This is an optimization exercise on Yosys and OpenROAD, whose aim is small area, a short achievable clock period and few clock cycles, not a production implementation. The RTL was checked by simulation tests, not by an equivalence proof against the original design.

==> run a <==
## fpmult_rtl
module fpmult_rtl #(parameter int P=53, parameter int Q=11)(
    input  logic rst_in_N,
    input  logic clk_in,
    input  logic [P+Q-1:0] x_in,
    input  logic [P+Q-1:0] y_in,
    input  logic [1:0] round_in,
    input  logic start_in,
    output logic [P+Q-1:0] p_out,
    output logic [3:0] oor_out,
    output logic done_out
);
clock: 11.0 ns
lec_check: 0
cap_margin: 20
core_margin: 2
core_utilization: 40
place_density: 0.6
setup_slack_margin: 3
slew_margin: 20
synth_hierarchical: 1
synth_minimum_keep_size: 0
run.sh (not shown) runs the stock make flow with config.mk's settings and CLKGATE_MAP_FILE= SYNTH_SCRIPT=/design/flow/synth_recipe.tcl, a recipe that flattens the netlist after the stock synthesis.
==> inputs of run b, as changes to run a <==
--- a/flow/design.v
+++ b/flow/design.v
@@ -58,49 +58,19 @@
     logic [2:0]   st;
     logic [105:0] S, C;
     logic [6:0]   j;
     logic         denorm, sticky;
     logic [52:0] lo;
     logic        c53;
-    assign {c53, lo} = {1'b0, S[52:0]} + {1'b0, C[52:0]};
-    logic [52:0] ha_s, ha_c;
-    assign ha_s = S[105:53] ^ C[105:53];
-    assign ha_c = {S[104:53] & C[104:53], 1'b0};
-    logic [52:0] gp_g [0:6];
-    logic [52:0] gp_p [0:6];
-    assign gp_g[0] = {ha_s[52:1] & ha_c[52:1], 1'b0};
-    assign gp_p[0] = {ha_s[52:1] ^ ha_c[52:1], 1'b1};
-    genvar lv, bi;
-    generate
-        for (lv = 0; lv < 6; lv++) begin : g_lv
-            for (bi = 0; bi < 53; bi++) begin : g_bi
-                if (bi >= (1 << lv)) begin : g_op
-                    assign gp_g[lv+1][bi] = gp_g[lv][bi] | (gp_p[lv][bi] & gp_g[lv][bi - (1 << lv)]);
-                    assign gp_p[lv+1][bi] = gp_p[lv][bi] & gp_p[lv][bi - (1 << lv)];
-                end else begin : g_pass
-                    assign gp_g[lv+1][bi] = gp_g[lv][bi];
-                    assign gp_p[lv+1][bi] = gp_p[lv][bi];
-                end
-            end
-        end
-    endgenerate
-    logic x0, g0, a0;
-    assign x0 = ha_s[0];
-    assign g0 = x0 & c53;       
-    assign a0 = x0 | c53;       
+    fpm_add_lo u_add_lo (.a(S[52:0]), .b(C[52:0]), .s(lo), .co(c53));
     logic [52:0] U, U1;
-    logic        U1_co;
-    assign U[0]  = x0 ^ c53;
-    assign U1[0] = ~(x0 ^ c53);
-    generate
-        for (bi = 1; bi < 53; bi++) begin : g_sum
-            assign U[bi]  = (ha_s[bi] ^ ha_c[bi]) ^ (gp_g[6][bi-1] | (gp_p[6][bi-1] & g0));
-            assign U1[bi] = (ha_s[bi] ^ ha_c[bi]) ^ (gp_g[6][bi-1] | (gp_p[6][bi-1] & a0));
-        end
-    endgenerate
-    assign U1_co = &U;
+    logic        ones53, ones52;
+    fpm_add_hi u_add_hi (.a(S[105:53]), .b(C[105:53]), .ci(c53), .s(U), .s1(U1),
+                         .ones53(ones53), .ones52(ones52));
+    logic U1_co;
+    assign U1_co = ones53;
     logic [105:0] PV;
     assign PV = {U, lo};
     logic q105;
     assign q105 = U[52];
     logic [50:0] zd;
     assign zd[0] = S[0] ^ C[0];
@@ -197,13 +167,13 @@
     always_comb begin
         if (q105) begin
             cy  = inc & U1_co;
             top = 1'b1;
             sig = inc ? U1[51:0] : U[51:0];
         end else begin
-            cy  = inc & lo[52] & U1[52];
+            cy  = inc & lo[52] & ones52;
             top = U[51] | (inc & lo[52] & U1[51]) ;
             sig = inc ? (lo[52] ? {U1[50:0], 1'b0} : {U[50:0], 1'b1}) : {U[50:0], lo[52]};
         end
         if (cy) begin
             sig = 52'd0;
             top = 1'b1;
@@ -258,12 +228,90 @@
     assign p_out = {sgn, eo, so};
     assign oor_out[3] = cls_sub & ~sig_nz_r;
     assign oor_out[2] = ~nan_r & ovf & to_inf;
     assign oor_out[1] = nan_r;
     assign oor_out[0] = cls_sub & sig_nz_r;
 endmodule
+module fpm_add_lo (
+    input  logic [52:0] a,
+    input  logic [52:0] b,
+    output logic [52:0] s,
+    output logic        co
+);
+    logic [52:0] g [0:6];
+    logic [52:0] p [0:6];
+    assign g[0] = a & b;
+    assign p[0] = a ^ b;
+    genvar lv, i;
+    generate
+        for (lv = 0; lv < 6; lv++) begin : g_lv
+            for (i = 0; i < 53; i++) begin : g_i
+                if (i >= (1 << lv)) begin : g_op
+                    assign g[lv+1][i] = g[lv][i] | (p[lv][i] & g[lv][i - (1 << lv)]);
+                    assign p[lv+1][i] = p[lv][i] & p[lv][i - (1 << lv)];
+                end else begin : g_pass
+                    assign g[lv+1][i] = g[lv][i];
+                    assign p[lv+1][i] = p[lv][i];
+                end
+            end
+        end
+    endgenerate
+    assign s[0] = p[0][0];
+    assign s[52:1] = p[0][52:1] ^ g[6][51:0];
+    assign co = g[6][52];
+endmodule
+module fpm_add_hi (
+    input  logic [52:0] a,
+    input  logic [52:0] b,
+    input  logic        ci,
+    output logic [52:0] s,
+    output logic [52:0] s1,
+    output logic        ones53,   
+    output logic        ones52    
+);
+    logic [52:0] hs, hc;
+    assign hs = a ^ b;
+    assign hc = {a[51:0] & b[51:0], 1'b0};
+    logic [52:0] z1, z2;
+    assign z1[0] = ~hs[0];
+    assign z2[0] = hs[0];
+    assign z1[52:1] = (hs[52:1] ^ hc[52:1]) ^ (hs[51:0] | hc[51:0]);
+    assign z2[1]    = (hs[1] ^ hc[1]) ^ 1'b1;
+    assign z2[52:2] = (hs[52:2] ^ hc[52:2]) ^ (hs[51:1] | hc[51:1]);
+    assign ones53 = ci ? ~|z2 : ~|z1;
+    assign ones52 = ci ? ~|z2[51:0] : ~|z1[51:0];
+    logic [52:0] g [0:6];
+    logic [52:0] p [0:6];
+    assign g[0] = {hs[52:1] & hc[52:1], 1'b0};
+    assign p[0] = {hs[52:1] ^ hc[52:1], 1'b1};
+    genvar lv, i;
+    generate
+        for (lv = 0; lv < 6; lv++) begin : g_lv
+            for (i = 0; i < 53; i++) begin : g_i
+                if (i >= (1 << lv)) begin : g_op
+                    assign g[lv+1][i] = g[lv][i] | (p[lv][i] & g[lv][i - (1 << lv)]);
+                    assign p[lv+1][i] = p[lv][i] & p[lv][i - (1 << lv)];
+                end else begin : g_pass
+                    assign g[lv+1][i] = g[lv][i];
+                    assign p[lv+1][i] = p[lv][i];
+                end
+            end
+        end
+    endgenerate
+    logic g0, a0;
+    assign g0 = hs[0] & ci;
+    assign a0 = hs[0] | ci;
+    assign s[0]  = hs[0] ^ ci;
+    assign s1[0] = ~(hs[0] ^ ci);
+    generate
+        for (i = 1; i < 53; i++) begin : g_sum
+            assign s[i]  = p[0][i] ^ (g[6][i-1] | (p[6][i-1] & g0));
+            assign s1[i] = p[0][i] ^ (g[6][i-1] | (p[6][i-1] & a0));
+        end
+    endgenerate
+endmodule
 module fpm_booth_tree (
     input  logic [52:0] a,
     input  logic [52:0] b,
     output logic [105:0] s,
     output logic [105:0] c
 );
Settings changed: ABC_AREA set to 1, SYNTH_HIERARCHICAL 1 to unset, SYNTH_MINIMUM_KEEP_SIZE 0 to unset.
==> inputs of run c, as changes to run a <==
--- a/flow/design.v
+++ b/flow/design.v
@@ -58,49 +58,19 @@
     logic [2:0]   st;
     logic [105:0] S, C;
     logic [6:0]   j;
     logic         denorm, sticky;
     logic [52:0] lo;
     logic        c53;
-    assign {c53, lo} = {1'b0, S[52:0]} + {1'b0, C[52:0]};
-    logic [52:0] ha_s, ha_c;
-    assign ha_s = S[105:53] ^ C[105:53];
-    assign ha_c = {S[104:53] & C[104:53], 1'b0};
-    logic [52:0] gp_g [0:6];
-    logic [52:0] gp_p [0:6];
-    assign gp_g[0] = {ha_s[52:1] & ha_c[52:1], 1'b0};
-    assign gp_p[0] = {ha_s[52:1] ^ ha_c[52:1], 1'b1};
-    genvar lv, bi;
-    generate
-        for (lv = 0; lv < 6; lv++) begin : g_lv
-            for (bi = 0; bi < 53; bi++) begin : g_bi
-                if (bi >= (1 << lv)) begin : g_op
-                    assign gp_g[lv+1][bi] = gp_g[lv][bi] | (gp_p[lv][bi] & gp_g[lv][bi - (1 << lv)]);
-                    assign gp_p[lv+1][bi] = gp_p[lv][bi] & gp_p[lv][bi - (1 << lv)];
-                end else begin : g_pass
-                    assign gp_g[lv+1][bi] = gp_g[lv][bi];
-                    assign gp_p[lv+1][bi] = gp_p[lv][bi];
-                end
-            end
-        end
-    endgenerate
-    logic x0, g0, a0;
-    assign x0 = ha_s[0];
-    assign g0 = x0 & c53;       
-    assign a0 = x0 | c53;       
+    fpm_add_lo u_add_lo (.a(S[52:0]), .b(C[52:0]), .s(lo), .co(c53));
     logic [52:0] U, U1;
-    logic        U1_co;
-    assign U[0]  = x0 ^ c53;
-    assign U1[0] = ~(x0 ^ c53);
-    generate
-        for (bi = 1; bi < 53; bi++) begin : g_sum
-            assign U[bi]  = (ha_s[bi] ^ ha_c[bi]) ^ (gp_g[6][bi-1] | (gp_p[6][bi-1] & g0));
-            assign U1[bi] = (ha_s[bi] ^ ha_c[bi]) ^ (gp_g[6][bi-1] | (gp_p[6][bi-1] & a0));
-        end
-    endgenerate
-    assign U1_co = &U;
+    logic        ones53, ones52;
+    fpm_add_hi u_add_hi (.a(S[105:53]), .b(C[105:53]), .ci(c53), .s(U), .s1(U1),
+                         .ones53(ones53), .ones52(ones52));
+    logic U1_co;
+    assign U1_co = ones53;
     logic [105:0] PV;
     assign PV = {U, lo};
     logic q105;
     assign q105 = U[52];
     logic [50:0] zd;
     assign zd[0] = S[0] ^ C[0];
@@ -197,13 +167,13 @@
     always_comb begin
         if (q105) begin
             cy  = inc & U1_co;
             top = 1'b1;
             sig = inc ? U1[51:0] : U[51:0];
         end else begin
-            cy  = inc & lo[52] & U1[52];
+            cy  = inc & lo[52] & ones52;
             top = U[51] | (inc & lo[52] & U1[51]) ;
             sig = inc ? (lo[52] ? {U1[50:0], 1'b0} : {U[50:0], 1'b1}) : {U[50:0], lo[52]};
         end
         if (cy) begin
             sig = 52'd0;
             top = 1'b1;
@@ -258,12 +228,90 @@
     assign p_out = {sgn, eo, so};
     assign oor_out[3] = cls_sub & ~sig_nz_r;
     assign oor_out[2] = ~nan_r & ovf & to_inf;
     assign oor_out[1] = nan_r;
     assign oor_out[0] = cls_sub & sig_nz_r;
 endmodule
+module fpm_add_lo (
+    input  logic [52:0] a,
+    input  logic [52:0] b,
+    output logic [52:0] s,
+    output logic        co
+);
+    logic [52:0] g [0:6];
+    logic [52:0] p [0:6];
+    assign g[0] = a & b;
+    assign p[0] = a ^ b;
+    genvar lv, i;
+    generate
+        for (lv = 0; lv < 6; lv++) begin : g_lv
+            for (i = 0; i < 53; i++) begin : g_i
+                if (i >= (1 << lv)) begin : g_op
+                    assign g[lv+1][i] = g[lv][i] | (p[lv][i] & g[lv][i - (1 << lv)]);
+                    assign p[lv+1][i] = p[lv][i] & p[lv][i - (1 << lv)];
+                end else begin : g_pass
+                    assign g[lv+1][i] = g[lv][i];
+                    assign p[lv+1][i] = p[lv][i];
+                end
+            end
+        end
+    endgenerate
+    assign s[0] = p[0][0];
+    assign s[52:1] = p[0][52:1] ^ g[6][51:0];
+    assign co = g[6][52];
+endmodule
+module fpm_add_hi (
+    input  logic [52:0] a,
+    input  logic [52:0] b,
+    input  logic        ci,
+    output logic [52:0] s,
+    output logic [52:0] s1,
+    output logic        ones53,   
+    output logic        ones52    
+);
+    logic [52:0] hs, hc;
+    assign hs = a ^ b;
+    assign hc = {a[51:0] & b[51:0], 1'b0};
+    logic [52:0] z1, z2;
+    assign z1[0] = ~hs[0];
+    assign z2[0] = hs[0];
+    assign z1[52:1] = (hs[52:1] ^ hc[52:1]) ^ (hs[51:0] | hc[51:0]);
+    assign z2[1]    = (hs[1] ^ hc[1]) ^ 1'b1;
+    assign z2[52:2] = (hs[52:2] ^ hc[52:2]) ^ (hs[51:1] | hc[51:1]);
+    assign ones53 = ci ? ~|z2 : ~|z1;
+    assign ones52 = ci ? ~|z2[51:0] : ~|z1[51:0];
+    logic [52:0] g [0:6];
+    logic [52:0] p [0:6];
+    assign g[0] = {hs[52:1] & hc[52:1], 1'b0};
+    assign p[0] = {hs[52:1] ^ hc[52:1], 1'b1};
+    genvar lv, i;
+    generate
+        for (lv = 0; lv < 6; lv++) begin : g_lv
+            for (i = 0; i < 53; i++) begin : g_i
+                if (i >= (1 << lv)) begin : g_op
+                    assign g[lv+1][i] = g[lv][i] | (p[lv][i] & g[lv][i - (1 << lv)]);
+                    assign p[lv+1][i] = p[lv][i] & p[lv][i - (1 << lv)];
+                end else begin : g_pass
+                    assign g[lv+1][i] = g[lv][i];
+                    assign p[lv+1][i] = p[lv][i];
+                end
+            end
+        end
+    endgenerate
+    logic g0, a0;
+    assign g0 = hs[0] & ci;
+    assign a0 = hs[0] | ci;
+    assign s[0]  = hs[0] ^ ci;
+    assign s1[0] = ~(hs[0] ^ ci);
+    generate
+        for (i = 1; i < 53; i++) begin : g_sum
+            assign s[i]  = p[0][i] ^ (g[6][i-1] | (p[6][i-1] & g0));
+            assign s1[i] = p[0][i] ^ (g[6][i-1] | (p[6][i-1] & a0));
+        end
+    endgenerate
+endmodule
 module fpm_booth_tree (
     input  logic [52:0] a,
     input  logic [52:0] b,
     output logic [105:0] s,
     output logic [105:0] c
 );
==> comparison table <==
Run status: run b timing/DRC/antenna clean; run a timing/DRC/antenna clean; run c timing/DRC/antenna clean
Max Freq: run b 124 MHz; run a 109 MHz; run c 111 MHz
Worst max-slew margin expressed relative to the limit: run b 0.154; run a 0.222; run c 0.169
Non-clock buffer count: run b 483; run a 620; run c 577
Combined area of the multi-input logic cells: run b 0.0717 mm^2; run a 0.0812 mm^2; run c 0.0811 mm^2
Estimated wirelength of the detail-placed design: run b 331 mm; run a 293 mm; run c 286 mm
Worst-margin pin slew: run b 1.26 ns; run a 1.17 ns; run c 1.24 ns
Data buffer area share: run b 0.0447; run a 0.0545; run c 0.0520
Post-Route WL: run b 458 mm; run a 421 mm; run c 411 mm
Depth of the worst hold-timing path: run b 2; run a 2; run c 1
Share of async-settable or async-resettable flops after synthesis: run b 0.0112; run a 0.0112; run c -
Count of buffer and inverter cells on the critical path: run b 6; run a 5; run c 5
Testbench counts of run a, summed over its fixed seeds: cycles 960.
Testbench counts of run b, summed over its fixed seeds: cycles 960.
Testbench counts of run c, summed over its fixed seeds: cycles 960.

## port drivers added, routing unchanged
No port has a modelled driver above. Below, the same layouts with a new extraction and two added sets of constraints.
Step 1 (the two cells are an assumption about what drives the block):
set clk [get_ports {clk_in}]
set_driving_cell -lib_cell sky130_fd_sc_hd__clkbuf_16 $clk
set_driving_cell -lib_cell sky130_fd_sc_hd__buf_2 [delete_from_list [all_inputs] $clk]
Step 2 adds t to the input delays and takes it off the output delays; t is the mean of the earliest and latest rising clock arrival at the registers after step 1. Input paths then give back, and output paths get back, about the clock's delay inside the block.
Slacks: no drivers / after step 1 / after step 2; pairs: no drivers / after step 1.
run | t (ns) | slack for setup (ns) | latest minus earliest clock arrival (ns)
run a | 0.704 | 1.860 / 1.793 / 2.262 | 0.052 / 0.052
run b | 0.682 | 2.923 / 2.987 / 2.305 | 0.057 / 0.056
run c | 0.704 | 1.980 / 1.906 / 2.301 | 0.024 / 0.024
After both steps every run listed still meets setup and hold. For run b, which loses most, drivers alone change the setup slack by +0.064 ns; drivers and shift together by -0.618 ns.
